Source: an optimization exercise on an open RTL-to-GDS flow (aim: small area). Production flows keep margins and buffers that such runs may drop.
Only simulation tests tie the RTL to the original design; equivalence was not proved.
Power figures rest on the tool's default switching activity, not on a simulated workload.

<file path="flow/design.v">
`timescale 1ns / 1ps
module cpu8(
	input clk,
	input rst,                  
	output [7:0] imem_addr,     
	input [15:0] imem_data,     
	output [7:0] dmem_addr,
	output [7:0] dmem_wdata,
	output dmem_we,
	input [7:0] dmem_rdata,     
	input [7:0] dip,            
	output [7:0] result         
	);
wire [15:0] i = imem_data;
wire       msb = i[15];
wire [3:0] a1  = i[14:11];
wire [4:0] lo  = i[10:6];       
wire [2:0] in1 = i[5:3];
wire [2:0] in2 = i[2:0];
wire [2:0] ls  = i[10:8];
wire [7:0] imm = i[7:0];
wire a1_0 = (a1 == 4'd0);
wire a1_6 = (a1 == 4'd6);
wire a1_8 = (a1 == 4'd8);
wire a1_9 = (a1 == 4'd9);
wire ldsel = a1_6 | (a1 == 4'd7) | a1_9;
wire isLoad  = msb & ldsel;
wire isStore = msb & a1_8;
wire isJump  = msb & ~a1[3] & ~(a1[2] & a1[1]);
wire [31:0] lod = 32'd1 << lo;
wire [31:0] opd = a1_0 ? lod : 32'd0;
wire op_196  = a1_6 & lod[4];
wire sel_sum = opd[1] | opd[3] | opd[15] | opd[16];
wire sel_p   = opd[4] | opd[5] | opd[8] | opd[18];
wire sel_g   = opd[2] | opd[4];
wire sel_b   = opd[6];
wire sel_d1  = opd[20] | op_196;
wire sel_sh  = opd[9] | opd[10] | opd[11] | opd[12] | opd[13] | opd[14];
wire op_shr  = opd[9] | opd[10];
wire op_shl  = opd[11] | opd[12];
wire op_rot  = opd[13] | opd[14];
wire known   = opd[0] | sel_sum | sel_p | sel_g | sel_b | sel_d1 | sel_sh;
wire sel_3   = ~known;
wire rw = ldsel | (opd[1] | opd[2] | opd[3] | opd[4] | opd[5] | opd[6] | opd[8]
                   | sel_sh | opd[15] | opd[16] | opd[20]);
reg [63:0] rf;                  
wire [2:0] raad = a1[3] ? ls : in1;
wire [7:0] d1 = rf[8*raad +: 8];
wire [7:0] rb = rf[8*in2 +: 8];
wire use_b = ~lo[3] & (~lo[4] | lo[2]);
wire inv_b = (lo[4] & ~lo[1]) | (lo[0] & lo[1] & ~lo[2]) | (lo[3] & ~lo[0]);
wire cin   = lo[1] | lo[2];
wire [7:0] b = ({8{use_b}} & rb) ^ {8{inv_b}};
wire [7:0] p = d1 ^ b;
wire [7:0] g = d1 & b;
wire [8:0] sum = {1'b0, d1} + {1'b0, b} + {8'd0, cin};
wire [2:0] n = in2;
wire right = op_shr | opd[14];
wire [2:0] k = right ? (3'd0 - n) : n;
wire [7:0] s1 = k[0] ? {d1[6:0], d1[7]}   : d1;
wire [7:0] s2 = k[1] ? {s1[5:0], s1[7:6]} : s1;
wire [7:0] rot = k[2] ? {s2[3:0], s2[7:4]} : s2;
wire [7:0] th = 8'hff << n;                  
wire [7:0] thr = {th[0], th[1], th[2], th[3], th[4], th[5], th[6], th[7]};
wire [7:0] mask = ~({8{op_shl}} & ~th) & ~({8{op_shr}} & ~thr);
wire [7:0] shres = rot & mask;
wire [7:0] res = ({8{sel_sum}} & sum[7:0]) | ({8{sel_p}} & p) | ({8{sel_g}} & g)
               | ({8{sel_b}} & rb) | ({8{sel_d1}} & d1) | ({8{sel_sh}} & shres)
               | {6'd0, sel_3, sel_3};
assign result = res;
reg fz, fc, fs, fo;
wire nz = (n != 3'd0);
wire setzs = sel_sum | opd[2] | opd[4] | opd[5] | sel_sh | opd[20];
wire [7:0] zsrc = opd[20] ? sum[7:0] : res;
wire zn = (zsrc == 8'd0);
wire sn = zsrc[7];
wire c_add = opd[1] | opd[15];       
wire c_dec = opd[16];                
wire c_keep = ~(c_add | c_dec | opd[2] | opd[4] | opd[5] | op_shr | op_shl | op_rot);
wire cn = (c_add & sum[8]) | (c_dec & ~sum[8]) | (c_keep & fc)
        | (op_shr & nz & rot[7]) | (op_shl & nz & rot[0]) | (op_rot & res[7]);
wire o_keep = ~(c_add | c_dec | opd[3] | opd[20] | opd[2] | opd[4] | opd[5] | op_shr | op_shl | op_rot);
wire on = (c_add & sum[8]) | (c_dec & ~sum[8]) | ((opd[3] | opd[20]) & fc) | (o_keep & fo)
        | ((op_shr | op_shl) & (res[7] ^ d1[7])) | (op_rot & d1[7]);
always @(posedge clk) begin
	if (rst) begin
		fz <= 1'b0; fc <= 1'b0; fs <= 1'b0; fo <= 1'b0;
	end else begin
		if (setzs) begin fz <= zn; fs <= sn; end
		fc <= cn; fo <= on;
	end
end
wire [2:0] wa = isLoad ? ls : in1;
wire [7:0] wd = isLoad ? (a1_6 ? imm : a1_9 ? dip : dmem_rdata) : res;
wire [63:0] init = {8'd7, 8'd6, 8'd5, 8'd3, 8'd3, 8'd11, 8'd9, 8'd4};
wire [7:0] wd0 = wd & ~{8{rst}};
wire [7:0] wd1 = wd | {8{rst}};
wire [7:0] wsel = 8'd1 << wa;
genvar wk, bb;
generate for (wk = 0; wk < 8; wk = wk + 1) begin : wr
	wire en = rst | (rw & wsel[wk]);
	for (bb = 0; bb < 8; bb = bb + 1) begin : bt
		always @(posedge clk) if (en) rf[8*wk+bb] <= init[8*wk+bb] ? wd1[bb] : wd0[bb];
	end
end endgenerate
reg [7:0] pc;
reg take;
always @(*) begin
	case (a1[2:0])
	3'd0: take = fz;
	3'd1: take = fc;
	3'd2: take = ~fc & ~fz;
	3'd3: take = fs ^ fo;
	3'd4: take = ~(fs ^ fo) & ~fz;
	default: take = 1'b1;
	endcase
end
always @(posedge clk) begin
	if (rst)                 pc <= 8'd0;
	else if (isJump & take)  pc <= imm;
	else                     pc <= pc + 8'd1;
end
assign imem_addr = pc;
assign dmem_addr = imm;
assign dmem_wdata = d1;
assign dmem_we = isStore;
endmodule
</file>
<file path="flow/flow/run.sh">
#!/bin/bash
# Standard ORFS layout with two changes: an area-oriented ABC mapping
# script (flow/abc.script) and minimum-size port buffers.
set -uo pipefail
rm -rf scripts_mod
cp -r "$FLOW_HOME/scripts" scripts_mod
cp flow/abc.script scripts_mod/abc_area.script
bash standard.sh SCRIPTS_DIR="$PWD/scripts_mod" ABC_AREA=1 ADDER_MAP_FILE= \
  "BUFFER_PORTS_ARGS=-buffer_cell sky130_fd_sc_hd__buf_1" "CTS_ARGS=-sink_clustering_enable -repair_clock_nets -buf_list sky130_fd_sc_hd__clkbuf_8 -dont_use_dummy_load" finish > standard.log 2>&1
</file>
<file path="flow/flow/abc.script">
strash
dch
amap
</file>
<file path="flow/standard.sh">
#!/bin/bash
# synth_recipe.tcl (not shown) runs the flow's synth.tcl, then flattens the netlist and writes it again
# the make line also repeats each setting of config.mk as NAME=value (left out here)
make -C /OpenROAD-flow-scripts/flow DESIGN_CONFIG=/design/flow/config.mk WORK_HOME=/design/flow/orfs CLKGATE_MAP_FILE= SYNTH_SCRIPT=/design/flow/synth_recipe.tcl "${@:-finish}"
</file>
<file path="flow/config.mk">
export PLATFORM = sky130hd
export DESIGN_NAME = cpu8
export DESIGN_NICKNAME = cpu8
export VERILOG_FILES = /design/flow/design.v
export SDC_FILE = /design/flow/constraint.sdc
export NUM_CORES = 4
export LEC_CHECK = 0
export ABC_AREA = 1
export CAP_MARGIN = 20
export CORE_MARGIN = 2
export CORE_UTILIZATION = 50
export GPL_TIMING_DRIVEN = 0
export SLEW_MARGIN = 20
</file>
<file path="flow/constraint.sdc">
create_clock -name core_clock -period 7.0 [get_ports {clk}]
set_input_delay 1.4000 -clock core_clock [delete_from_list [all_inputs] [get_ports {clk}]]
set_output_delay 1.4000 -clock core_clock [all_outputs]
set_load 0.01 [all_outputs]
</file>
==> flow_summary.yaml, run 1 <==
synthesis:
  ys_types: 41
  synth-edff-count: 64
  syn_nets: 620
  yosysSeqAreaShare_pct: 42.6
  synth_cells: 586
  async_flop_share_pct: 0
  ys.warnings.count: 1
  syn_area_per_cell_sq_um: 8.65
  ys.flop_type: "edfxtp_1"
  ys_ff_latch: 76
  syn_area_sq_um: 5070
timing:
  whs_ns: 0.526
  hold_viol_final: 0
  max_slew_margin_pct: 29.8
  post-route-min-period_ns: 6.83
  setup_slack_ns: 0.168
  final.period_utilization_pct: 97.6
  fin_worst_skew_ns: 0.0187
  finalSetupViolCount: 0
  max_freq_mhz: 146
  rsz0062_at_grt: "true"
  worstMarginPinSlew_ns: 1.05
  slew_viol_final: 0
clock_tree:
  insertion_delay_ns: 0.35
  cts-htree-levels: 3
  hold_buffers: 0
  cts_root_buf: "clkbuf_8"
  cts_made_buffers: 9
  path_clk_slew_ns: 0.06
  cts.path.max_buffers: 2
  cts_tree: "done"
  clkSinkCount: 76
floorplan:
  die-area_sq_um: 11000
  dieHeight_um: 105
  io_pins: 67
  die_w_um: 105
  std_cell_rows: 36
  core_sq_um: 9820
  start_util_pct: 51.6
worst_setup_path:
  cp.arrival_ns: 5.43
  rr_worst_depth: 20
  crit_cells: 11
  worstPathMaxFanout: 16
  cp.required_ns: 5.60
  cp_slowest_cell: "o32ai_1"
  path_class: "in -> out"
  critPathCapture: "result[0]"
  end_kind: "output port"
  ff2ff_setup_slack_ns: 2.64
  crit_buf_inv: 4
  path_delay_family: "compound AO/OA/AOI/OAI gates"
  r2r-end: "fo$_SDFF_PP0_"
  startpoint: "imem_data[14]"
  cp_slowest_stage_delay_ns: 0.84
  critPathLaunchType: "input pin"
  path_cells: "buf_2 > inv_4 > o22ai_2 > a221oi_1 > o32ai_1 > clkinv_1 > o22ai_1 > o22a_1 > o22ai_1 > o31ai_1 > buf_1"
  r2r_start: "rf[32]$_DFFE_PP_"
  cp_common_cell: "o22ai_1"
placement:
  dpl_worst_slack_ns: -1.32
  portBuffers: 66
  place.gp.congestion: 0.922
  dpl.hpwl_um: 12700
routing:
  vias: 5619
  drt_first_pass_iters: 5
  drtAntennaViolNets: 0
  drc: 0
  wl_per_cell_um: 22.7
  drtIter0Drc: 657
  finalWirelength_um: 18300
  avgViaCountPerCell: 6.97
finish:
  area_growth_pct: 16.2
  final_cell_mix: "95 x nor2_1, 66 x o22ai_1, 64 x edfxtp_1, 61 x buf_1, 46 x a22oi_1"
  final_common_cell: "nor2_1"
  insertedDiodeCount: 0
  num-nets-final: 709
  drive_above_1_share_pct: 8.77
pwr:
  intPower_uw: 752
  power.share.switching_pct: 34.8
  leakagePower_nw: 1.92
  power.switching_uw: 401
  clockPowerShare_pct: 22.2
  power_frac_seq_pct: 46.7
  irDropWorstVdd_uv: 141
  combPwrFrac_pct: 31.1
  pwr_density_cell_nw_per_um2: 196
grt:
  grt_use_total_pct: 32.8
  antenna_found_initial: 0
  grt_max_degree: 44
  grt_pass1_wl_um: 27700
  first_global_vias: 5047
  grt_remaining_overflow: 0
run:
  maxCapViolCount: 0
hold_path:
  hold_path.class: "reg -> reg"
status:
  status: "no timing/DRC/antenna violations"
-- cell usage after synthesis (2+ instances only) --
cell type	count	area, sq um
nor2_1	95	357
o22ai_1	73	457
edfxtp_1	64	1920
clkinv_1	52	195
a22oi_1	46	345
nand2_1	37	139
a21oi_1	32	160
o21ai_0	27	135
o221ai_1	16	140
nor3_1	13	65.1
dfxtp_1	12	240
o22a_1	12	105
a221oi_1	11	96.3
buf_4	8	60.1
nand3_1	8	40.0
a211oi_1	7	52.6
nor4_1	7	43.8
a31oi_1	6	37.5
o32ai_1	6	52.6
or2_0	6	37.5
a32o_1	4	40.0
a32oi_1	4	35.0
o2111ai_1	4	35.0
or3_1	4	25.0
a21o_1	3	22.5
a22o_1	3	26.3
and3_1	3	18.8
a2111oi_0	2	17.5
a222oi_1	2	20.0
a41oi_1	2	17.5
and2_0	2	12.5
nand2b_1	2	12.5
nand4_1	2	12.5
o21a_1	2	15.0
o311ai_0	2	17.5
o31ai_1	2	15.0
-- how the worst min path moves through the flow --
stage | depth (start not counted) | startpoint | end | slack (ns)
6_report | 2 | fz$_SDFFE_PP0P_ | fz$_SDFFE_PP0P_ | 0.53
5_1_grt | 2 | fz$_SDFFE_PP0P_ | fz$_SDFFE_PP0P_ | 0.56
4_1_cts | 2 | fz$_SDFFE_PP0P_ | fz$_SDFFE_PP0P_ | 0.52
3_5_place_dp | 2 | fz$_SDFFE_PP0P_ | fz$_SDFFE_PP0P_ | 0.49
3_3_place_gp | 2 | fz$_SDFFE_PP0P_ | fz$_SDFFE_PP0P_ | 0.50
2_1_floorplan | 2 | fz$_SDFFE_PP0P_ | fz$_SDFFE_PP0P_ | 0.46
-- layout make-up --
cell class	count	area, sq um
plain buffers	8	60.1
multi-input cells	451	2790
repair buffers	77	369
fillers	935	3930
well taps	133	166
inverters	52	223
clock buffers	9	124
flip-flops and latches	76	2160
-- routing by layer --
layer	vias to the layer above	track usage [%]	part of all wire [%]
met1	2652	44.6	40
met4	0	15.5	4.0
li1	2558	-	-
met3	52	7.17	11
met2	357	50.0	45
met5	-	0	0
-- metrics by stage --
step	instances	instance area (sq um)	setup TNS (ns)	util, %	power, mW
5_1_grt	806	5890	-0.0491	60.0	1.21
6_report	806	5890	0	60.0	1.15
3_5_place_dp	794	5600	-26.67	57.0	0.877
3_3_place_gp	785	5490	-96.81	55.9	0.864
2_1_floorplan	586	5080	0	-	0.760
4_1_cts	806	5840	0	59.5	1.14
-- sequential cells by signal, indices dropped and copies added, names as in the netlist --
name,count
fc,1
fo,1
fs,1
fz,1
pc,8
rf,64
-- kinds of logic (layout without fill, tap and decap cells) --
| family | count (synthesis) | in the layout | synth area share (%) |
|---|---|---|---|
| buffers and inverters | 60 | 146 | 5.03 |
| AO/OA/AOI/OAI | 270 | 271 | 37.1 |
| AND/OR/NAND/NOR | 180 | 180 | 15.2 |
| flip-flops | 76 | 76 | 42.6 |
-- worst reg2reg max path: stages (launching register included) --
cell and delay (ns):
edfxtp_1 0.39, a22oi_1 0.21, o22a_1 0.15, a32o_1 0.21, nor2_1 0.08, nor2_1 0.12, a21oi_1 0.08, nor2_1 0.17
a21o_1 0.14, nor2_1 0.06, nor2_1 0.23, nor3_1 0.08, a211oi_1 0.40, clkinv_1 0.18, a41oi_1 0.33, a31oi_1 0.18
o21ai_2 0.24, clkinv_1 0.22, a222oi_1 0.49, a2111oi_0 0.11, a21oi_1 0.19
-- repair_timing --
item	CTS	global route
gates cloned	1	0
hold endpoints to repair	0	0
pin swaps	1	0
buffers inserted	2	0
setup endpoints to repair	28	8
gates resized for setup	22	17
-- power by group through the flow --
stage / clock network [mW] / logic, mW / registers, mW
3_3_place_gp: 0 / 0.318 / 0.547
2_1_floorplan: 0 / 0.215 / 0.546
4_1_cts: 0.259 / 0.343 / 0.538
5_1_grt: 0.281 / 0.385 / 0.541
6_report: 0.256 / 0.358 / 0.539
3_5_place_dp: 0 / 0.330 / 0.548
==> inputs of run 2 (changes only) <==
--- a/flow/config.mk
+++ b/flow/config.mk
@@ -9,5 +9,5 @@
 export CAP_MARGIN = 20
 export CORE_MARGIN = 2
-export CORE_UTILIZATION = 50
+export CORE_UTILIZATION = 55
 export GPL_TIMING_DRIVEN = 0
 export SLEW_MARGIN = 20
==> flow_summary.yaml, run 2 <==
finish:
  largest_registers: "rf (64), pc (8)"
  num-nets-final: 706
  drive_above_1_share_pct: 8.21
  multiInputGateArea_sq_um: 2800
  insertedDiodeCount: 0
  largest_reg_flops: 64
  final_cell_mix: "95 x nor2_1, 66 x o22ai_1, 64 x edfxtp_1, 60 x buf_1, 46 x a22oi_1"
  seq_area_sq_um: 2160
  final_common_cell: "nor2_1"
  regMostFlops: "rf"
  n_fill_cell: 807
  area_growth_pct: 15.3
timing:
  final.period_utilization_pct: 97.8
  fin_setup_tns_ns: 0
  slew_viol_final: 0
  rsz0062_at_grt: "false"
  worstMarginPinSlew_ns: 1.03
  post-route-min-period_ns: 6.84
  max_slew_margin_pct: 30.6
  finalSetupViolCount: 0
  fin_worst_skew_ns: 0.0249
  max_freq_mhz: 146
  hold_viol_final: 0
synthesis:
  ys.warnings.count: 1
  synth_top_area_share_pct: 37.9
  ys_ff_latch: 76
  synth-edff-count: 64
  synth_top_area_cell: "edfxtp_1"
  syn_area_sq_um: 5070
  synth_area_leaders: "edfxtp_1 38%, o22ai_1 9.0%, nor2_1 7.0%"
  yosysSeqAreaShare_pct: 42.6
  async_flop_share_pct: 0
  synth_cells: 586
  ys_types: 41
  syn_area_per_cell_sq_um: 8.65
  yosys-top-cells-count: "95 x nor2_1, 73 x o22ai_1, 64 x edfxtp_1"
  ys.flop_type: "edfxtp_1"
  syn_nets: 620
  synth.most_common_cell: "nor2_1"
clock_tree:
  cts.path.max_buffers: 2
  insertion_delay_ns: 0.35
  cts-htree-levels: 3
  cts_made_buffers: 9
  path_clk_slew_ns: 0.07
  clkSinkCount: 76
  hold_buffers: 0
  cts_root_buf: "clkbuf_8"
  cts_tree: "done"
worst_setup_path:
  rr_worst_depth: 20
  cp_common_cell: "o22ai_1"
  end_kind: "output port"
  path_delay_family: "compound AO/OA/AOI/OAI gates"
  path_cells: "buf_2 > inv_4 > o22ai_2 > a221oi_1 > o32ai_1 > clkinv_1 > o22ai_1 > o22a_1 > o22ai_1 > o31ai_1 > buf_1"
  critPathLaunchType: "input pin"
  cp_slowest_stage_delay_ns: 0.83
  crit_buf_inv: 4
  path_class: "in -> out"
  cp_slowest_cell: "o32ai_1"
  crit_cells: 11
  cp.required_ns: 5.60
  worstPathMaxFanout: 16
  cp.arrival_ns: 5.44
floorplan:
  die_w_um: 100
  start_util_pct: 55.7
  die-area_sq_um: 10000
  std_cell_rows: 35
  io_pins: 67
  dieHeight_um: 100
  core_sq_um: 9110
pwr:
  p_total_mw: 1.15
  leakagePower_nw: 1.90
  pwr_density_cell_nw_per_um2: 197
  irDropWorstVdd_uv: 146
grt:
  grt_pass1_wl_um: 27100
  grt_use_total_pct: 35.5
  grt_max_degree: 44
  grt_remaining_overflow: 0
  antenna_found_initial: 0
  first_global_vias: 5131
routing:
  vias: 5626
  avgViaCountPerCell: 7.20
  finalWirelength_um: 17600
  drtIter0Drc: 626
  drc: 0
  wl_per_cell_um: 22.6
  drt_first_pass_iters: 6
  drtAntennaViolNets: 0
placement:
  portBuffers: 66
  place.gp.congestion: 0.962
  dpl.hpwl_um: 12300
status:
  status: "no timing/DRC/antenna violations"
hold_path:
  whs_path_depth: 2
  hold_path.class: "reg -> reg"
run:
  maxCapViolCount: 0
[run 2: cell counts after synthesis]
No cell type changed its count.
[run 2: layout make-up]
type	count	share of cell area [%]
Buffer	8	1.03
Clock buffer	9	2.12
Inverter	52	3.76
Multi-Input combinational cell	451	47.9
Sequential cell	76	37.0
Tap cell	111	2.37
Timing Repair Buffer	74	5.90
[run 2: cell families (layout without fill, tap and decap cells)]
logic type | after synthesis | after routing | share of synthesized area (%)
buf+inv | 60 | 143 | 5.03
simple gates | 180 | 180 | 15.2
flops | 76 | 76 | 42.6
compound gates | 270 | 271 | 37.1
[run 2: power breakdown]
group	leakage, nW	total [mW]	switching (mW)	internal [mW]
registers	0.749	0.539	0.0161	0.523
logic	1.09	0.351	0.238	0.114
clock network	0.0647	0.260	0.145	0.115
total	1.90	1.15	0.398	0.751
[run 2: worst min-delay path, cell delays in order (launching register included)]
cell     delay [ns]
dfxtp_1        0.34
a21oi_1        0.07
nor2_1         0.08
[run 2: final timing paths]
check                                 startpoint         endpoint  slack, ns
worst max-delay path               imem_data[14]        result[0]       0.16
worst min-delay path             fz$_SDFFE_PP0P_  fz$_SDFFE_PP0P_       0.52
worst max register to register  rf[32]$_DFFE_PP_    fo$_SDFF_PP0_       2.70
worst min register to register   fz$_SDFFE_PP0P_  fz$_SDFFE_PP0P_       0.52
[run 2: layer usage]
layer  vias up  share of wire, %  global-route usage, %
met5         -                 0                      0
met4         0               3.8                   15.2
met3        52                11                   6.13
met2       377                45                   55.8
met1      2636                41                   48.8
li1       2561                 -                      -
[run 2: what timing repair did]
action                                  CTS  global route
resized for setup                        21            17
gates cloned                              1             0
endpoints found under the setup margin   20             8
hold endpoints to repair                  0             0
pin swaps                                 1             1
setup buffers                             1             0
[run 2: stage by stage]
step                instances  worst slack, ns  instance area [sq um]  util, %  hold WS, ns
CTS                       781          0.00783                   5800     63.6        0.522
global placement          763            -2.34                   5470     60.0        0.492
detailed placement        770            -1.29                   5560     61.0        0.504
finish                    781            0.156                   5850     64.2        0.516
floorplan                 586            0.295                   5080        -        0.462
global route              781           0.0161                   5850     64.2        0.551
==> inputs of run 3 (changes only) <==
--- a/flow/config.mk
+++ b/flow/config.mk
@@ -9,5 +9,5 @@
 export CAP_MARGIN = 20
 export CORE_MARGIN = 2
-export CORE_UTILIZATION = 55
+export CORE_UTILIZATION = 40
 export GPL_TIMING_DRIVEN = 0
 export SLEW_MARGIN = 20
==> flow_summary.yaml, run 3 <==
synthesis:
  synth-compound-area-share_pct: 37.1
  syn_area_sq_um: 5070
  ys_types: 41
  synth-edff-count: 64
  ys.warnings.count: 1
  synth.most_common_cell: "nor2_1"
  yosys-top-cells-count: "95 x nor2_1, 73 x o22ai_1, 64 x edfxtp_1"
  yosys.area_share.simple_pct: 15.2
  synth_top_family_by_area: "compound AO/OA/AOI/OAI gates"
  synth_top_area_share_pct: 37.9
  syn_area_per_cell_sq_um: 8.65
  synth_top_area_cell: "edfxtp_1"
  syn_nets: 620
  synth_cells: 586
  ys_ff_latch: 76
  ys.flop_type: "edfxtp_1"
  async_flop_share_pct: 0
  yosysSeqAreaShare_pct: 42.6
  synth_area_leaders: "edfxtp_1 38%, o22ai_1 9.0%, nor2_1 7.0%"
  synthAdderAreaFrac_pct: 0
  synth_xor_area_share_pct: 0
  muxShareOfSynthArea_pct: 0
placement:
  portBuffers: 66
  dpl_worst_slack_ns: -1.02
  place_inst: 835
  dpl.hpwl_um: 13600
  place.gp.congestion: 0.960
  dpl_cell_area_sq_um: 5680
finish:
  largest_registers: "rf (64), pc (8)"
  final-instance-count-excl-fill: 849
  final_cell_mix: "95 x nor2_1, 66 x o22ai_1, 64 x edfxtp_1, 61 x buf_1, 46 x a22oi_1"
  area_growth_pct: 18.0
  num-nets-final: 713
  design_area_sq_um: 5990
  final_common_cell: "nor2_1"
  regMostFlops: "rf"
  drive_above_1_share_pct: 9.01
  largest_reg_flops: 64
  insertedDiodeCount: 0
clock_tree:
  cts_tree: "done"
  hold_buffers: 0
  cts_made_buffers: 9
  insertion_delay_ns: 0.37
  path_clk_slew_ns: 0.06
  cts-htree-levels: 3
  clkSinkCount: 76
  cts_root_buf: "clkbuf_8"
  cts.path.max_buffers: 2
routing:
  drt_first_pass_iters: 6
  finalWirelength_um: 19000
  vias: 5675
  drtAntennaViolNets: 0
  avgViaCountPerCell: 6.68
  wl_per_cell_um: 22.3
  drc: 0
  drtIter0Drc: 682
timing:
  rsz0062_at_grt: "false"
  slew_viol_final: 0
  worstMarginPinSlew_ns: 0.991
  final.period_utilization_pct: 96.7
  whs_ns: 0.540
  finalSetupViolCount: 0
  post-route-min-period_ns: 6.77
  max_freq_mhz: 148
  fin_worst_skew_ns: 0.0136
  max_slew_margin_pct: 33.7
  hold_viol_final: 0
  setup_slack_ns: 0.230
grt:
  grt_use_total_pct: 28.2
  antenna_found_initial: 0
  grt_pass1_wl_um: 28600
  grt_max_degree: 44
  first_global_vias: 5166
  grt_remaining_overflow: 0
worst_setup_path:
  cp.arrival_ns: 5.37
  worstPathMaxFanout: 23
  cp_slowest_cell: "clkdlybuf4s15_2"
  end_kind: "output port"
  path_class: "in -> out"
  cp.required_ns: 5.60
  cp_common_cell: "nor2_1"
  path_delay_family: "compound AO/OA/AOI/OAI gates"
  crit_buf_inv: 4
  cp_slowest_stage_delay_ns: 0.57
  critPathLaunchType: "input pin"
  path_cells: "clkdlybuf4s15_2 > inv_4 > o22a_1 > a32o_1 > nor2_1 > nor2_1 > a21oi_1 > a21o_1 > nor2_1 > nor2_1 > nor2_1 > nor2_1 > clkinv_1 > a41oi_1 > a21oi_1 > a2111o_1 > buf_1"
floorplan:
  core_sq_um: 12500
  start_util_pct: 40.5
  dieHeight_um: 117
  io_pins: 67
  die_w_um: 117
  std_cell_rows: 41
  die-area_sq_um: 13600
status:
  status: "no timing/DRC/antenna violations"
run:
  maxCapViolCount: 0
pwr:
  irDropWorstVdd_uv: 91.7
  leakagePower_nw: 1.94
  pwr_density_cell_nw_per_um2: 195
hold_path:
  hold_path.class: "reg -> reg"
-- run 3: path summary, 6_finish.rpt --
kind,start,endpoint,slack (ns),cells after the start
hold / removal,fs$_SDFFE_PP0P_,fs$_SDFFE_PP0P_,0.54,2
hold reg to reg,fs$_SDFFE_PP0P_,fs$_SDFFE_PP0P_,0.54,2
setup reg to reg,rf[48]$_DFFE_PP_,fz$_SDFFE_PP0P_,2.82,23
setup / recovery,imem_data[1],result[6],0.23,17
-- run 3: logic make-up after synthesis --
| group | Yosys count |
|---|---|
| AOI/OAI and AO/OA | 270 |
| and+or+nand+nor | 180 |
| buffers and inverters | 60 |
| DFF | 76 |
-- run 3: layout make-up --
class | count | area [sq um]
Clock buffer | 9 | 124
Tap cell | 172 | 215
Sequential cell | 76 | 2160
Timing Repair Buffer | 82 | 424
Buffer | 8 | 60.1
Fill cell | 1262 | 6530
Multi-Input combinational cell | 450 | 2780
Inverter | 52 | 218
-- run 3: repair_timing --
| action | in CTS | in global routing |
|---|---|---|
| resized for setup | 26 | 8 |
| pin swaps | 0 | 2 |
| setup buffers | 0 | 5 |
| endpoints found under the setup margin | 18 | 7 |
-- run 3: power by group --
part,internal [mW],total [mW],switching (mW)
Clock,0.115,0.259,0.144
Combinational,0.122,0.369,0.248
Sequential,0.523,0.539,0.0162
Total,0.759,1.17,0.408
-- run 3: metrics by stage --
step	total power [mW]	setup TNS, ns	utilization [%]
5_1_grt	1.22	0	47.8
3_3_place_gp	0.868	-98.04	44.3
2_1_floorplan	0.760	0	-
3_5_place_dp	0.885	-11.91	45.4
6_report	1.17	0	47.8
4_1_cts	1.15	0	47.3
-- run 3: worst register-to-register path: stages (launching register included) --
cell	delay (ns)
edfxtp_1	0.39
a22oi_1	0.18
o22a_1	0.17
a32o_1	0.23
nor2_1	0.09
nor2_1	0.12
a21oi_1	0.08
nor2_1	0.18
a21o_1	0.14
nor2_1	0.06
nor2_1	0.23
nor3_1	0.09
a211oi_2	0.28
clkinv_1	0.14
a41oi_1	0.30
a21oi_1	0.06
a31oi_1	0.23
o21ai_1	0.16
clkinv_1	0.14
o22ai_1	0.09
or4_1	0.42
nor2_1	0.13
a21oi_1	0.06
nor2_1	0.11
-- run 3: per-layer routing --
| metal | vias up | track usage [%] | routed length [um] |
|---|---|---|---|
| li1 | 2563 | - | - |
| met1 | 2734 | 39.0 | 8080 |
| met2 | 327 | 43.4 | 8540 |
| met3 | 51 | 4.77 | 1610 |
| met4 | 0 | 13.0 | 734 |
| met5 | - | 0 | 0 |
==> inputs of run 4 (changes only) <==
--- a/flow/config.mk
+++ b/flow/config.mk
@@ -9,5 +9,5 @@
 export CAP_MARGIN = 20
 export CORE_MARGIN = 2
-export CORE_UTILIZATION = 40
-export GPL_TIMING_DRIVEN = 0
+export CORE_UTILIZATION = 60
+export GPL_TIMING_DRIVEN = 1
 export SLEW_MARGIN = 20
==> flow_summary.yaml, run 4 <==
finish:
  design_area_sq_um: 5880
  multiInputGateArea_sq_um: 2680
  n_fill_cell: 634
  area_growth_pct: 15.9
  insertedDiodeCount: 0
  num-nets-final: 732
  drive_above_1_share_pct: 8.33
  final_cell_mix: "95 x nor2_1, 70 x o22ai_1, 65 x buf_1, 64 x edfxtp_1, 51 x clkinv_1"
  final_common_cell: "nor2_1"
  regMostFlops: "rf"
  seq_area_sq_um: 2160
  largest_reg_flops: 64
  largest_registers: "rf (64), pc (8)"
placement:
  dpl_worst_slack_ns: 0.337
  dpl_cell_area_sq_um: 5730
  portBuffers: 66
  dpl.hpwl_um: 13100
  place.gp.congestion: 1.04
timing:
  finalSetupViolCount: 0
  worstMarginPinSlew_ns: 0.834
  fin_setup_tns_ns: 0
  setup_slack_ns: 0.263
  fin_worst_skew_ns: 0.0268
  post-route-min-period_ns: 6.74
  final.period_utilization_pct: 96.2
  slew_viol_final: 0
  rsz0062_at_grt: "false"
  max_freq_mhz: 148
  hold_viol_final: 0
  max_slew_margin_pct: 43.9
synthesis:
  syn_area_per_cell_sq_um: 8.65
  ys_types: 41
  synth_top_area_share_pct: 37.9
  ys.warnings.count: 1
  ys_ff_latch: 76
  synth.most_common_cell: "nor2_1"
  synth_area_leaders: "edfxtp_1 38%, o22ai_1 9.0%, nor2_1 7.0%"
  ys.flop_type: "edfxtp_1"
  yosysSeqAreaShare_pct: 42.6
  syn_nets: 620
  synth_cells: 586
  async_flop_share_pct: 0
  yosys-top-cells-count: "95 x nor2_1, 73 x o22ai_1, 64 x edfxtp_1"
  syn_area_sq_um: 5070
  synth_top_area_cell: "edfxtp_1"
  synth-edff-count: 64
routing:
  finalWirelength_um: 18300
  wl_per_cell_um: 22.8
  drc: 0
  avgViaCountPerCell: 7.31
  drt_first_pass_iters: 12
  drtIter0Drc: 919
  vias: 5852
  drtAntennaViolNets: 0
grt:
  grt_pass1_wl_um: 27700
  antenna_found_initial: 0
  grt_remaining_overflow: 0
  grt_use_total_pct: 40.4
  first_global_vias: 5189
  grt_max_degree: 36
run:
  maxCapViolCount: 0
clock_tree:
  cts_root_buf: "clkbuf_8"
  hold_buffers: 0
  cts_tree: "done"
  insertion_delay_ns: 0.36
  cts_made_buffers: 9
  cts-htree-levels: 3
  cts.path.max_buffers: 2
  clkSinkCount: 76
  path_clk_slew_ns: 0.06
pwr:
  intPower_uw: 762
  power_frac_seq_pct: 46.6
  power.switching_uw: 400
  pwr_density_cell_nw_per_um2: 198
  clockPowerShare_pct: 22.0
  irDropWorstVdd_uv: 132
  power.share.switching_pct: 34.4
  combPwrFrac_pct: 31.4
  leakagePower_nw: 1.97
hold_path:
  hold_path.class: "reg -> reg"
  hp-start: "fz$_SDFFE_PP0P_"
  hold_end: "fz$_SDFFE_PP0P_"
  whs_path_depth: 2
floorplan:
  die_w_um: 95.9
  dieHeight_um: 95.9
  io_pins: 67
  start_util_pct: 61.7
  std_cell_rows: 33
  die-area_sq_um: 9200
  core_sq_um: 8220
worst_setup_path:
  r2r_start: "rf[48]$_DFFE_PP_"
  cp.arrival_ns: 5.34
  ff2ff_setup_slack_ns: 2.87
  worstPathMaxFanout: 35
  path_class: "in -> out"
  r2r-end: "fz$_SDFFE_PP0P_"
  critPathLaunchType: "input pin"
  rr_worst_depth: 22
  end_kind: "output port"
  cp.required_ns: 5.60
status:
  status: "no timing/DRC/antenna violations"
## run 4: cell count changes in the layout (fill, tap and decap cells not counted), moves of 4 or more
cell / change
o21ai_1: -9
o21ai_0: +8
o22ai_4: -4
buf_4: +23
o22ai_1: +4
clkinv_1: +7
clkinv_2: -4
buf_1: +4
## run 4: power by group through the flow
stage	Combinational [mW]	Clock, mW	Sequential [mW]
after floorplan	0.215	0	0.546
after global placement	0.337	0	0.548
after detailed placement	0.346	0	0.550
after CTS	0.348	0.256	0.540
after global routing	0.389	0.272	0.544
final	0.365	0.256	0.542
## run 4: layout make-up
type | instances | share of cell area, %
inverters | 52 | 3.36
repair buffers | 109 | 9.94
well taps | 105 | 2.24
flip-flops and latches | 76 | 36.8
clock buffers | 9 | 2.11
multi-input cells | 450 | 45.5
## run 4: how the worst max path moves through the flow
stage,start,to,slack [ns],cells past startpoint
2_1_floorplan,imem_data[14],result[7],0.29,16
3_3_place_gp,imem_data[14],result[6],0.42,18
3_5_place_dp,imem_data[14],result[6],0.34,18
4_1_cts,imem_data[14],result[6],0.30,18
5_1_grt,imem_data[0],result[6],0.07,18
6_report,imem_data[0],result[6],0.26,18
## run 4: stage by stage
step | utilization, % | hold WS (ns) | cells | total power [mW]
after floorplan | - | 0.462 | 586 | 0.760
after global placement | 69.8 | 0.481 | 792 | 0.885
after detailed placement | 69.8 | 0.511 | 792 | 0.896
after CTS | 71.3 | 0.528 | 801 | 1.14
after global routing | 71.5 | 0.557 | 801 | 1.20
final | 71.5 | 0.520 | 801 | 1.16
## run 4: timing repair
item                                    4_1_cts  5_1_grt
endpoints found under the setup margin        0        3
buffers inserted                              0        0
gates resized for setup                       0        4
## run 4: critical path: stages
cell	delay [ns]
clkbuf_2	0.26
clkinv_1	0.38
buf_12	0.30
a22oi_1	0.24
o22ai_1	0.12
o22ai_1	0.41
nor2_1	0.11
nor2_1	0.11
a21oi_1	0.07
nor2_1	0.19
a21oi_1	0.09
clkinv_1	0.10
o22ai_1	0.08
a221o_1	0.33
a41oi_1	0.26
a21oi_1	0.16
a2111o_1	0.54
buf_1	0.17
## run 4: cell families after synthesis
| kind of cell | share of synthesized area (%) |
|---|---|
| flip-flops | 42.6 |
| AO/OA/AOI/OAI | 37.1 |
| AND/OR/NAND/NOR | 15.2 |
| buffers and inverters | 5.03 |
## run 4: routing by layer
layer	part of all wire [%]	vias up	GRT usage, %
li1	-	2603	-
met1	37	2649	54.2
met2	44	517	62.5
met3	14	83	9.40
met4	4.5	0	17.7
met5	0	-	0
==> inputs of run 5 (changes only) <==
--- a/flow/config.mk
+++ b/flow/config.mk
@@ -9,5 +9,5 @@
 export CAP_MARGIN = 20
 export CORE_MARGIN = 2
-export CORE_UTILIZATION = 60
+export CORE_UTILIZATION = 55
 export GPL_TIMING_DRIVEN = 1
 export SLEW_MARGIN = 20
==> flow_summary.yaml, run 5 <==
placement:
  dpl_worst_slack_ns: 0.269
  place.gp.congestion: 0.986
  dpl.hpwl_um: 13300
  portBuffers: 66
  place_inst: 797
routing:
  drtAntennaViolNets: 0
  wl_per_cell_um: 22.3
  drt_first_pass_iters: 9
  drc: 0
  drtIter0Drc: 674
  finalWirelength_um: 18000
  vias: 5727
  avgViaCountPerCell: 7.11
clock_tree:
  insertion_delay_ns: 0.34
  clkSinkCount: 76
  cts_made_buffers: 9
  cts_setup_buffers: 0
  cts_tree: "done"
  cts-htree-levels: 3
  path_clk_slew_ns: 0.07
  cts_root_buf: "clkbuf_8"
  cts.path.max_buffers: 2
synthesis:
  yosysSeqAreaShare_pct: 42.6
  ys_types: 41
  syn_nets: 620
  synth_cells: 586
  syn_area_per_cell_sq_um: 8.65
  synth_top_area_cell: "edfxtp_1"
  yosys-top-cells-count: "95 x nor2_1, 73 x o22ai_1, 64 x edfxtp_1"
  synth_area_leaders: "edfxtp_1 38%, o22ai_1 9.0%, nor2_1 7.0%"
  synth-edff-count: 64
  ys_ff_latch: 76
  synth_top_area_share_pct: 37.9
  syn_area_sq_um: 5070
  ys.warnings.count: 1
  ys.flop_type: "edfxtp_1"
  synth.most_common_cell: "nor2_1"
  async_flop_share_pct: 0
timing:
  slew_viol_final: 0
  final.period_utilization_pct: 94.7
  max_freq_mhz: 151
  worstMarginPinSlew_ns: 1.24
  max_slew_margin_pct: 16.7
  post-route-min-period_ns: 6.63
  setup_slack_ns: 0.374
  finalSetupViolCount: 0
  rsz0062_at_grt: "false"
  hold_viol_final: 0
  fin_setup_tns_ns: 0
  fin_worst_skew_ns: 0.0239
pwr:
  intPower_uw: 759
  power_frac_seq_pct: 46.6
  combPwrFrac_pct: 30.6
  pwr_density_cell_nw_per_um2: 199
  clockPowerShare_pct: 22.8
  irDropWorstVdd_uv: 123
  power.switching_uw: 402
  leakagePower_nw: 1.96
  power.share.switching_pct: 34.6
finish:
  final_common_cell: "nor2_1"
  largest_reg_flops: 64
  final-instance-count-excl-fill: 806
  regMostFlops: "rf"
  final_util_pct: 64.2
  num-nets-final: 731
  insertedDiodeCount: 0
  area_growth_pct: 15.4
  final_cell_mix: "95 x nor2_1, 72 x o22ai_1, 65 x buf_1, 64 x edfxtp_1, 51 x clkinv_1"
  largest_registers: "rf (64), pc (8)"
  drive_above_1_share_pct: 7.77
floorplan:
  core_sq_um: 9110
  std_cell_rows: 35
  die-area_sq_um: 10000
  io_pins: 67
  start_util_pct: 55.7
  die_w_um: 100
  dieHeight_um: 100
status:
  status: "no timing/DRC/antenna violations"
hold_path:
  hp-start: "fz$_SDFFE_PP0P_"
  hold_path.class: "reg -> reg"
worst_setup_path:
  cp_slowest_cell: "a2111o_1"
  cp_common_cell: "clkinv_1"
  path_cells: "buf_1 > clkinv_1 > o22ai_2 > buf_6 > o22ai_1 > a22o_1 > o32ai_1 > buf_4 > clkinv_1 > nor2_1 > a21oi_1 > clkinv_1 > o22ai_1 > a221o_1 > a41oi_1 > a21oi_1 > a2111o_1 > buf_1"
  end_kind: "output port"
  cp.required_ns: 5.60
  worstPathMaxFanout: 32
  r2r_start: "rf[58]$_DFFE_PP_"
  cp.arrival_ns: 5.23
  path_class: "in -> out"
  critPathLaunchType: "input pin"
  cp_slowest_stage_delay_ns: 0.52
  startpoint: "imem_data[14]"
grt:
  first_global_vias: 5196
  grt_pass1_wl_um: 28000
  grt_remaining_overflow: 0
  grt_max_degree: 44
  antenna_found_initial: 0
  grt_use_total_pct: 36.2
run:
  maxCapViolCount: 0
==> run 5: cells by family (layout without fill, tap and decap cells) <==
| group | count (synthesis) | after routing | synth area share (%) |
|---|---|---|---|
| buffers and inverters | 60 | 169 | 5.03 |
| AND/OR/NAND/NOR | 180 | 180 | 15.2 |
| AO/OA/AOI/OAI | 270 | 270 | 37.1 |
| flip-flops | 76 | 76 | 42.6 |
==> run 5: through the flow <==
| step | cell area [sq um] | hold slack, ns | total power [mW] |
|---|---|---|---|
| 5_1_grt | 5850 | 0.564 | 1.21 |
| 3_3_place_gp | 5720 | 0.483 | 0.886 |
| 3_5_place_dp | 5720 | 0.497 | 0.893 |
| 4_1_cts | 5850 | 0.514 | 1.15 |
| 2_1_floorplan | 5080 | 0.462 | 0.760 |
| 6_report | 5850 | 0.507 | 1.16 |
==> run 5: path summary, 6_finish.rpt <==
check / end / slack, ns / depth (start not counted)
worst min-delay path: fz$_SDFFE_PP0P_ / 0.51 / 2
worst max register to register: rf[39]$_DFFE_PP_ / 2.74 / 18
worst min register to register: fz$_SDFFE_PP0P_ / 0.51 / 2
worst max-delay path: result[6] / 0.37 / 18
==> run 5: power by group through the flow <==
stage	combinational (mW)	clock, mW	sequential, mW
after floorplan	0.215	0	0.546
after global placement	0.337	0	0.549
after detailed placement	0.343	0	0.550
after CTS	0.345	0.269	0.540
after global routing	0.387	0.284	0.543
final	0.356	0.265	0.541
==> run 5: metal layers <==
metal / track usage, % / routed length, um
met5: 0 / 0
met1: 50.8 / 6990
met3: 7.94 / 2430
met4: 14.5 / 620
met2: 54.9 / 7960
==> run 5: area by class of cell <==
type / instances / area [sq um]
fillers: 820 / 3260
multi-input cells: 450 / 2660
flip-flops and latches: 76 / 2160
repair buffers: 108 / 568
inverters: 52 / 198
well taps: 111 / 139
clock buffers: 9 / 124
==> run 5: timing repair <==
item                                   CTS  global route
resized for setup                        0             3
setup endpoints to repair                0             3
hold buffers                             0             0
endpoints found under the hold margin    0             0
==> run 5: critical path, delay by kind of cell <==
family / cells / cell delay (ns)
compound gates: 10 / 2.29
simple gates: 1 / 0.20
buf+inv: 7 / 1.33
==> inputs of run 6 (changes only) <==
--- a/flow/config.mk
+++ b/flow/config.mk
@@ -9,5 +9,5 @@
 export CAP_MARGIN = 20
 export CORE_MARGIN = 2
-export CORE_UTILIZATION = 55
+export CORE_UTILIZATION = 50
 export GPL_TIMING_DRIVEN = 1
 export SLEW_MARGIN = 20
==> flow_summary.yaml, run 6 <==
synthesis:
  synth_top_area_share_pct: 37.9
  syn_area_sq_um: 5070
  synth_area_leaders: "edfxtp_1 38%, o22ai_1 9.0%, nor2_1 7.0%"
  synth.most_common_cell: "nor2_1"
  ys.flop_type: "edfxtp_1"
  synth_cells: 586
  ys_types: 41
  synth-edff-count: 64
  ys.warnings.count: 1
  syn_nets: 620
  syn_area_per_cell_sq_um: 8.65
  ys_ff_latch: 76
  yosysSeqAreaShare_pct: 42.6
  synth_top_area_cell: "edfxtp_1"
  yosys-top-cells-count: "95 x nor2_1, 73 x o22ai_1, 64 x edfxtp_1"
  async_flop_share_pct: 0
clock_tree:
  path_clk_slew_ns: 0.07
  cts_tree: "done"
  insertion_delay_ns: 0.36
  cts_root_buf: "clkbuf_8"
  clkSinkCount: 76
  cts.path.max_buffers: 2
  cts_made_buffers: 9
  cts-htree-levels: 3
  hold_buffers: 0
timing:
  final.period_utilization_pct: 94.4
  hold_viol_final: 0
  max_slew_margin_pct: 40.9
  post-route-min-period_ns: 6.61
  slew_viol_final: 0
  whs_ns: 0.512
  rsz0062_at_grt: "false"
  max_freq_mhz: 151
  finalSetupViolCount: 0
  fin_setup_tns_ns: 0
  fin_worst_skew_ns: 0.0249
  worstMarginPinSlew_ns: 0.880
hold_path:
  hp-start: "fz$_SDFFE_PP0P_"
  hold_path.class: "reg -> reg"
pwr:
  pwr_density_cell_nw_per_um2: 197
  clockPowerShare_pct: 22.5
  intPower_uw: 757
  leakagePower_nw: 1.95
  irDropWorstVdd_uv: 128
  power.switching_uw: 400
  power_frac_seq_pct: 46.7
  power.share.switching_pct: 34.6
  combPwrFrac_pct: 30.9
floorplan:
  die-area_sq_um: 11000
  std_cell_rows: 36
  dieHeight_um: 105
  die_w_um: 105
  core_sq_um: 9820
  start_util_pct: 51.6
  io_pins: 67
grt:
  antenna_found_initial: 0
  grt_use_total_pct: 33.1
  grt_pass1_wl_um: 28000
  first_global_vias: 5150
  grt_remaining_overflow: 0
  grt_max_degree: 44
run:
  maxCapViolCount: 0
finish:
  final_common_cell: "nor2_1"
  largest_reg_flops: 64
  area_growth_pct: 15.5
  drive_above_1_share_pct: 7.80
  final_util_pct: 59.7
  insertedDiodeCount: 0
  regMostFlops: "rf"
  largest_registers: "rf (64), pc (8)"
  num-nets-final: 728
  final_cell_mix: "95 x nor2_1, 72 x o22ai_1, 65 x buf_1, 64 x edfxtp_1, 49 x clkinv_1"
placement:
  place.gp.congestion: 0.949
  portBuffers: 66
  dpl.hpwl_um: 13400
routing:
  drtAntennaViolNets: 0
  finalWirelength_um: 18500
  drc: 0
  vias: 5703
  drtIter0Drc: 757
  drt_first_pass_iters: 8
  avgViaCountPerCell: 6.91
  wl_per_cell_um: 22.4
worst_setup_path:
  cp.required_ns: 5.60
  r2r_start: "rf[38]$_DFFE_PP_"
  ff2ff_setup_slack_ns: 2.72
  critPathLaunchType: "input pin"
  path_class: "in -> out"
  worstPathMaxFanout: 21
  end_kind: "output port"
  startpoint: "imem_data[14]"
  cp.arrival_ns: 5.21
status:
  status: "no timing/DRC/antenna violations"
run 6: cell types whose count changed in the layout (fill, tap and decap cells not counted), sizes merged:
| cell | delta |
|---|---|
| buf | -3 |
| clkinv | -2 |
| inv | +1 |
| clkinvlp | +1 |
run 6: power groups by stage:
stage	Combinational, mW	Sequential, mW	Clock (mW)
2_1_floorplan	0.215	0.546	0
3_3_place_gp	0.338	0.549	0
3_5_place_dp	0.344	0.549	0
4_1_cts	0.345	0.539	0.263
5_1_grt	0.384	0.543	0.278
6_report	0.357	0.540	0.260
run 6: stage by stage:
stage,area (sq um),std cells,worst slack [ns],power [mW]
detailed placement,5730,816,0.203,0.893
floorplan,5080,586,0.295,0.760
finish,5860,825,0.391,1.16
global placement,5730,816,0.379,0.887
global route,5860,825,0.108,1.20
CTS,5850,825,0.158,1.15
run 6: final timing paths:
path,end,cells past startpoint
min reg2reg,fz$_SDFFE_PP0P_,2
max,result[7],17
max reg2reg,rf[31]$_DFFE_PP_,14
min,fz$_SDFFE_PP0P_,2
run 6: cell families (layout without fill, tap and decap cells):
group,Yosys count,count (layout),synth area share (%)
compound gates,270,270,37.1
simple gates,180,180,15.2
flops,76,76,42.6
buf+inv,60,166,5.03
run 6: cell type report:
type	instances	area, sq um
fillers	936	3960
well taps	133	166
flip-flops and latches	76	2160
inverters	52	201
clock buffers	9	124
multi-input cells	450	2660
repair buffers	105	542
run 6: per-layer routing:
metal	share of wire [%]	vias to the layer above	track usage, %
met5	0	-	0
met4	4.4	0	16.2
met3	12	60	7.92
met2	43	453	48.4
met1	40	2600	45.9
li1	-	2590	-
run 6: worst max-delay path, cell delays in order:
cell,delay (ns)
buf_1,0.20
inv_2,0.13
o22ai_2,0.28
buf_4,0.32
o22ai_1,0.12
a22o_1,0.24
o32ai_1,0.19
clkinv_1,0.24
nor2_1,0.27
a21o_1,0.17
nor3_1,0.07
a211oi_1,0.35
clkinv_1,0.17
a41oi_1,0.40
a31oi_1,0.17
o21ai_1,0.28
buf_1,0.19
run 6: timing repair:
action | CTS | global route
endpoints found under the setup margin | 0 | 3
resized for setup | 0 | 4
setup buffers | 0 | 0
==> inputs of run 7 (changes only) <==
--- a/flow/flow/run.sh
+++ b/flow/flow/run.sh
@@ -6,4 +6,4 @@
 cp -r "$FLOW_HOME/scripts" scripts_mod
 cp flow/abc.script scripts_mod/abc_area.script
-bash standard.sh SCRIPTS_DIR="$PWD/scripts_mod" ABC_AREA=1 ADDER_MAP_FILE= \
+bash standard.sh SCRIPTS_DIR="$PWD/scripts_mod" ABC_AREA=1 ADDER_MAP_FILE= RECOVER_POWER=100 \
   "BUFFER_PORTS_ARGS=-buffer_cell sky130_fd_sc_hd__buf_1" "CTS_ARGS=-sink_clustering_enable -repair_clock_nets -buf_list sky130_fd_sc_hd__clkbuf_8 -dont_use_dummy_load" finish > standard.log 2>&1
==> flow_summary.yaml, run 7 <==
floorplan:
  start_util_pct: 51.6
  die-area_sq_um: 11000
  dieHeight_um: 105
  io_pins: 67
  core_sq_um: 9820
  die_w_um: 105
  std_cell_rows: 36
finish:
  num-nets-final: 728
  largest_registers: "rf (64), pc (8)"
  final_cell_mix: "95 x nor2_1, 72 x o22ai_1, 64 x buf_1, 64 x edfxtp_1, 49 x clkinv_1"
  design_area_sq_um: 5810
  largest_reg_flops: 64
  final-instance-count-excl-fill: 825
  regMostFlops: "rf"
  area_growth_pct: 14.6
  drive_above_1_share_pct: 5.78
  insertedDiodeCount: 0
  final_common_cell: "nor2_1"
synthesis:
  synth-edff-count: 64
  synth_cells: 586
  ys.warnings.count: 1
  yosys-top-cells-count: "95 x nor2_1, 73 x o22ai_1, 64 x edfxtp_1"
  ys_ff_latch: 76
  yosysSeqAreaShare_pct: 42.6
  synth.most_common_cell: "nor2_1"
  synth_top_area_cell: "edfxtp_1"
  synth_area_leaders: "edfxtp_1 38%, o22ai_1 9.0%, nor2_1 7.0%"
  ys_types: 41
  async_flop_share_pct: 0
  syn_area_sq_um: 5070
  synth_top_area_share_pct: 37.9
  syn_area_per_cell_sq_um: 8.65
  ys.flop_type: "edfxtp_1"
  syn_nets: 620
clock_tree:
  cts_made_buffers: 9
  clkSinkCount: 76
  cts.path.max_buffers: 2
  insertion_delay_ns: 0.35
  cts_tree: "done"
  cts_resized: 0
  path_clk_slew_ns: 0.08
  cts_root_buf: "clkbuf_8"
  cts_setup_buffers: 0
  cts-htree-levels: 3
  hold_buffers: 0
worst_setup_path:
  worstPathMaxFanout: 18
  cp.arrival_ns: 5.16
  critPathLaunchType: "input pin"
  end_kind: "output port"
  rr_worst_depth: 17
  r2r-end: "rf[31]$_DFFE_PP_"
  ff2ff_setup_slack_ns: 2.76
  r2r_start: "rf[48]$_DFFE_PP_"
  cp.required_ns: 5.60
  path_class: "in -> out"
timing:
  max_slew_margin_pct: -29.5
  fin_worst_skew_ns: 0.0260
  hold_viol_final: 0
  final.period_utilization_pct: 93.7
  setup_slack_ns: 0.441
  whs_ns: 0.515
  finalSetupViolCount: 0
  worstMarginPinSlew_ns: 1.92
  max_freq_mhz: 152
  rsz0062_at_grt: "false"
  post-route-min-period_ns: 6.56
  fin_setup_tns_ns: 0
  slew_viol_final: 9
routing:
  wl_met1_um: 7560
  vias: 5675
  drtIter0Drc: 753
  wl_met3_um: 1970
  dr_wl_met2_um: 8040
  highest_layer: "met4"
  drc: 0
  drtAntennaViolNets: 0
  finalWirelength_um: 18500
  drt_first_pass_iters: 9
  wl_per_cell_um: 22.4
  avgViaCountPerCell: 6.88
hold_path:
  hold_path.class: "reg -> reg"
  whs_path_depth: 2
  hp-start: "fz$_SDFFE_PP0P_"
  hold_end: "fz$_SDFFE_PP0P_"
placement:
  dpl_cell_area_sq_um: 5730
  place.gp.congestion: 0.949
  dpl.hpwl_um: 13400
  portBuffers: 66
  dpl_worst_slack_ns: 0.203
  place_inst: 816
run:
  maxCapViolCount: 1
grt:
  first_global_vias: 5150
  grt_use_total_pct: 33.1
  antenna_found_initial: 0
  grt_max_degree: 44
  grt_remaining_overflow: 0
  grt_pass1_wl_um: 28000
pwr:
  pwr_density_cell_nw_per_um2: 198
  leakagePower_nw: 1.90
  irDropWorstVdd_uv: 128
status:
  violations: "capacitance limit, slew limit"
  status: "complete, but fails checks"
## run 7: cell types whose count changed in the layout (fill, tap and decap cells not counted)
cell      previous run  this run
o21ai_2              1         0
buf_1               65        64
clkbuf_1             0        14
clkbuf_2             1         0
buf_4               39        27
o21ai_0             25        26
## run 7: how the worst max path moves through the flow
stage                        startpoint   endpoint  slack, ns  cells past startpoint
after CTS                 imem_data[14]  result[7]       0.16                     17
after floorplan           imem_data[14]  result[7]       0.29                     16
after detailed placement  imem_data[14]  result[7]       0.20                     17
after global routing      imem_data[11]  result[1]       0.09                     17
final                      imem_data[0]  result[6]       0.44                     18
after global placement    imem_data[14]  result[7]       0.38                     18
## run 7: cell type report
class                      count  area (sq um)
multi-input combinational    450          2660
timing repair buffer         105           495
tap                          133           166
inverter                      52           201
sequential                    76          2160
clock buffer                   9           124
fill                         951          4010
## run 7: worst max-delay path, cell delays in order
cell and delay [ns]:
clkbuf_1 0.15, clkinvlp_4 0.36, buf_4 0.33, a22oi_1 0.20
o22ai_1 0.10, o22ai_1 0.42, nor2_1 0.10, a21oi_1 0.20
nor2_1 0.10, a21oi_1 0.39, clkinv_1 0.15, nor2_1 0.15
a221o_1 0.16, a41oi_1 0.07, nor2_1 0.16, a21oi_1 0.06
a2111o_1 0.49, buf_1 0.15
## run 7: power breakdown
group | total [mW] | internal (mW) | switching, mW | leakage, nW
registers | 0.540 | 0.523 | 0.0172 | 0.749
clock network | 0.260 | 0.115 | 0.145 | 0.0647
logic | 0.352 | 0.115 | 0.237 | 1.08
total | 1.15 | 0.753 | 0.399 | 1.90
## run 7: stage by stage
step / utilization, % / total power, mW
2_1_floorplan: - / 0.760
3_3_place_gp: 58.3 / 0.887
3_5_place_dp: 58.3 / 0.893
4_1_cts: 59.6 / 1.15
5_1_grt: 59.2 / 1.20
6_report: 59.2 / 1.15
## run 7: cell families (layout without fill, tap and decap cells)
family	Yosys count	after routing	share of synthesized area [%]
compound gates	270	270	37.1
buf+inv	60	166	5.03
flops	76	76	42.6
simple gates	180	180	15.2
## run 7: layer usage
metal	up-vias	track usage, %
met2	422	48.4
met1	2595	45.9
met4	0	16.2
li1	2588	-
met5	-	0
met3	70	7.92
==> inputs of run 8 (changes only) <==
==> flow/flow/run.sh (replaced) <==
#!/bin/bash
# ORFS layout (the standard.sh) with these changes:
#  - synthesis maps with an area-only ABC script (flow/abc.script) and
#    leaves adders as plain gates (no full-adder cell extraction);
#  - ports get minimum-size buffers (buf_1);
#  - CTS uses clkbuf_8 and no dummy loads;
#  - after global routing, gates with positive slack are downsized
#    (RECOVER_POWER), then repair_design fixes any slew/cap limit.
set -uo pipefail
rm -rf scripts_mod
cp -r "$FLOW_HOME/scripts" scripts_mod
cp flow/abc.script scripts_mod/abc_area.script
python3 - <<'PY'
p = 'scripts_mod/util.tcl'
s = open(p).read()
old = """  log_cmd repair_timing {*}$additional_args
  report_tns
  report_wns
  report_power
}"""
new = """  log_cmd repair_timing {*}$additional_args
  repair_design_helper
  log_cmd detailed_placement
  report_tns
  report_wns
  report_power
}"""
assert s.count(old) == 1
open(p, 'w').write(s.replace(old, new))
PY
bash standard.sh SCRIPTS_DIR="$PWD/scripts_mod" ABC_AREA=1 ADDER_MAP_FILE= RECOVER_POWER=100 GPL_KEEP_OVERFLOW=0 \
  "BUFFER_PORTS_ARGS=-buffer_cell sky130_fd_sc_hd__buf_1" \
  "CTS_ARGS=-sink_clustering_enable -repair_clock_nets -buf_list sky130_fd_sc_hd__clkbuf_8 -dont_use_dummy_load" \
  finish > standard.log 2>&1
==> flow_summary.yaml, run 8 <==
status:
  status: "no timing/DRC/antenna violations"
finish:
  drive_above_1_share_pct: 7.62
  final_common_cell: "nor2_1"
  final-instance-count-excl-fill: 802
  regMostFlops: "rf"
  final_cell_mix: "95 x nor2_1, 69 x o22ai_1, 64 x edfxtp_1, 57 x buf_1, 46 x a22oi_1"
  n_fill_cell: 891
  final_util_pct: 59.6
  area_growth_pct: 15.4
  design_area_sq_um: 5850
  seq_area_sq_um: 2160
  largest_reg_flops: 64
  num-nets-final: 705
  largest_registers: "rf (64), pc (8)"
  multiInputGateArea_sq_um: 2790
  insertedDiodeCount: 0
routing:
  drtIter0Drc: 857
  wl_per_cell_um: 23.4
  finalWirelength_um: 18700
  drc: 0
  avgViaCountPerCell: 7.05
  drt_first_pass_iters: 8
  vias: 5658
  drtAntennaViolNets: 0
placement:
  portBuffers: 66
  dpl.hpwl_um: 13000
  dpl_cell_area_sq_um: 5510
  place.gp.congestion: 0.976
  place_inst: 785
worst_setup_path:
  path_delay_family: "compound AO/OA/AOI/OAI gates"
  crit_cells: 17
  path_cells: "clkbuf_2 > clkinv_2 > o22ai_4 > clkinv_4 > a22oi_1 > o22ai_1 > o22ai_1 > a21o_1 > nor2_1 > nor2_1 > nor3_1 > a211oi_1 > clkinv_1 > a41oi_1 > a31oi_1 > o21ai_1 > buf_1"
  r2r-end: "rf[23]$_DFFE_PP_"
  cp_slowest_stage_delay_ns: 0.41
  r2r_start: "rf[48]$_DFFE_PP_"
  cp.arrival_ns: 5.35
  end_kind: "output port"
  cp_slowest_cell: "o22ai_1"
  worstPathMaxFanout: 32
  rr_worst_depth: 17
  path_class: "in -> out"
  cp.required_ns: 5.60
  crit_buf_inv: 5
  ff2ff_setup_slack_ns: 2.70
  critPathLaunchType: "input pin"
clock_tree:
  cts_tree: "done"
  cts-htree-levels: 3
  insertion_delay_ns: 0.36
  cts_made_buffers: 9
  path_clk_slew_ns: 0.07
  clkSinkCount: 76
  hold_buffers: 0
  cts.path.max_buffers: 2
  cts_root_buf: "clkbuf_8"
hold_path:
  hp-start: "fz$_SDFFE_PP0P_"
  hold_end: "fz$_SDFFE_PP0P_"
  whs_path_depth: 2
  hold_path.class: "reg -> reg"
synthesis:
  synth_cells: 586
  yosysSeqAreaShare_pct: 42.6
  async_flop_share_pct: 0
  synth.most_common_cell: "nor2_1"
  ys_types: 41
  ys_ff_latch: 76
  ys.flop_type: "edfxtp_1"
  synth_top_area_share_pct: 37.9
  yosys-top-cells-count: "95 x nor2_1, 73 x o22ai_1, 64 x edfxtp_1"
  synth_area_leaders: "edfxtp_1 38%, o22ai_1 9.0%, nor2_1 7.0%"
  syn_nets: 620
  syn_area_sq_um: 5070
  synth-edff-count: 64
  ys.warnings.count: 1
  synth_top_area_cell: "edfxtp_1"
  syn_area_per_cell_sq_um: 8.65
timing:
  max_freq_mhz: 148
  finalSetupViolCount: 0
  rsz0062_at_grt: "false"
  final.period_utilization_pct: 96.4
  slew_viol_final: 0
  worstMarginPinSlew_ns: 1.00
  fin_setup_tns_ns: 0
  hold_viol_final: 0
  whs_ns: 0.522
  fin_worst_skew_ns: 0.0253
  post-route-min-period_ns: 6.75
  max_slew_margin_pct: 32.6
pwr:
  leakagePower_nw: 1.88
  pwr_density_cell_nw_per_um2: 198
  irDropWorstVdd_uv: 176
grt:
  grt_use_total_pct: 33.6
  grt_remaining_overflow: 0
  grt_pass1_wl_um: 28400
  first_global_vias: 5100
  antenna_found_initial: 0
  grt_max_degree: 45
floorplan:
  io_pins: 67
  core_sq_um: 9820
  std_cell_rows: 36
  die_w_um: 105
  dieHeight_um: 105
  start_util_pct: 51.6
  die-area_sq_um: 11000
run:
  maxCapViolCount: 0
-- run 8: cell counts after synthesis --
Identical to the previous run, type by type.
-- run 8: routing by layer --
layer	GRT usage (%)	wire length [um]	part of all wire, %	vias to the layer above
met2	52.9	8550	46	415
met4	12.9	649	3.5	0
li1	-	-	-	2551
met5	0	0	0	-
met1	45.7	7390	39	2624
met3	6.61	2130	11	68
-- run 8: tightest hold or removal path: cells and delay by family (launching register included) --
kind | cells | cell delay [ns]
AO/OA/AOI/OAI | 1 | 0.06
AND/OR/NAND/NOR | 1 | 0.08
flip-flops | 1 | 0.34
-- run 8: where the power goes --
part	switching (mW)	internal, mW
sequential	0.0177	0.523
clock	0.144	0.115
combinational	0.243	0.113
total	0.405	0.751
-- run 8: layout make-up --
cell class | count | area share (%)
clock buffers | 9 | 2.12
inverters | 52 | 3.76
multi-input cells | 451 | 47.8
flip-flops and latches | 76 | 37.0
well taps | 133 | 2.84
repair buffers | 81 | 6.57
-- run 8: kinds of logic (layout without fill, tap and decap cells) --
group	count (synthesis)	after routing	synth area share, %
AO/OA/AOI/OAI	270	271	37.1
AND/OR/NAND/NOR	180	180	15.2
flip-flops	76	76	42.6
buffers and inverters	60	142	5.03
-- run 8: how the worst max path moves through the flow --
stage             startpoint   endpoint  slack [ns]
6_report        imem_data[8]  result[7]        0.25
5_1_grt        imem_data[14]  result[1]       0.003
4_1_cts        imem_data[14]  result[7]        0.02
3_5_place_dp   imem_data[14]  result[7]       -1.21
3_3_place_gp    imem_data[0]  result[7]       -2.14
2_1_floorplan  imem_data[14]  result[7]        0.29
-- run 8: what timing repair did --
action,4_1_cts,5_1_grt
pin swaps,2,2
setup endpoints to repair,27,7
gates cloned,1,0
resized for setup,19,20
setup buffers,4,3
hold endpoints to repair,0,0
-- run 8: metrics by stage --
step	setup WS, ns	power, mW
after floorplan	0.295	0.760
after global placement	-2.14	0.862
after detailed placement	-1.21	0.871
after CTS	0.0156	1.13
after global routing	0.00341	1.20
final	0.255	1.16

[port drivers added, routing unchanged]
The flow's constraints put no driver on any port. The routed layouts listed below were extracted and timed again, unchanged, in two steps. Step 1, drivers: a clkbuf_16 drives clk and a buf_2 each remaining input, both assumed. Step 2 moves the port delays by t, midway between the first and last clock arrival at a register: inputs arrive t later, outputs are due t later. That takes back most of the time a late clock gives input paths. Three values: ideal ports, drivers, drivers and shift; two values: the first two.
run | t, ns | setup slack, ns | worst setup path after step 2 | clock arrival spread, ns
run 1 | 0.372 | 0.168 / 0.135 / 0.135 | input to output | 0.019 / 0.018
run 2 | 0.373 | 0.156 / 0.124 / 0.124 | input to output | 0.025 / 0.025
run 3 | 0.393 | 0.230 / 0.207 / 0.207 | input to output | 0.013 / 0.014
run 4 | 0.374 | 0.263 / 0.238 / 0.238 | input to output | 0.026 / 0.027
run 5 | 0.369 | 0.374 / 0.339 / 0.339 | input to output | 0.024 / 0.023
run 6 | 0.376 | 0.391 / 0.361 / 0.361 | input to output | 0.025 / 0.025
run 7 | 0.373 | 0.441 / 0.417 / 0.417 | input to output | 0.026 / 0.026
run 8 | 0.384 | 0.255 / 0.230 / 0.230 | input to output | 0.025 / 0.026
The setup slack of run 5, which loses most, moves by -0.035 ns with the drivers and by -0.035 ns with both steps.
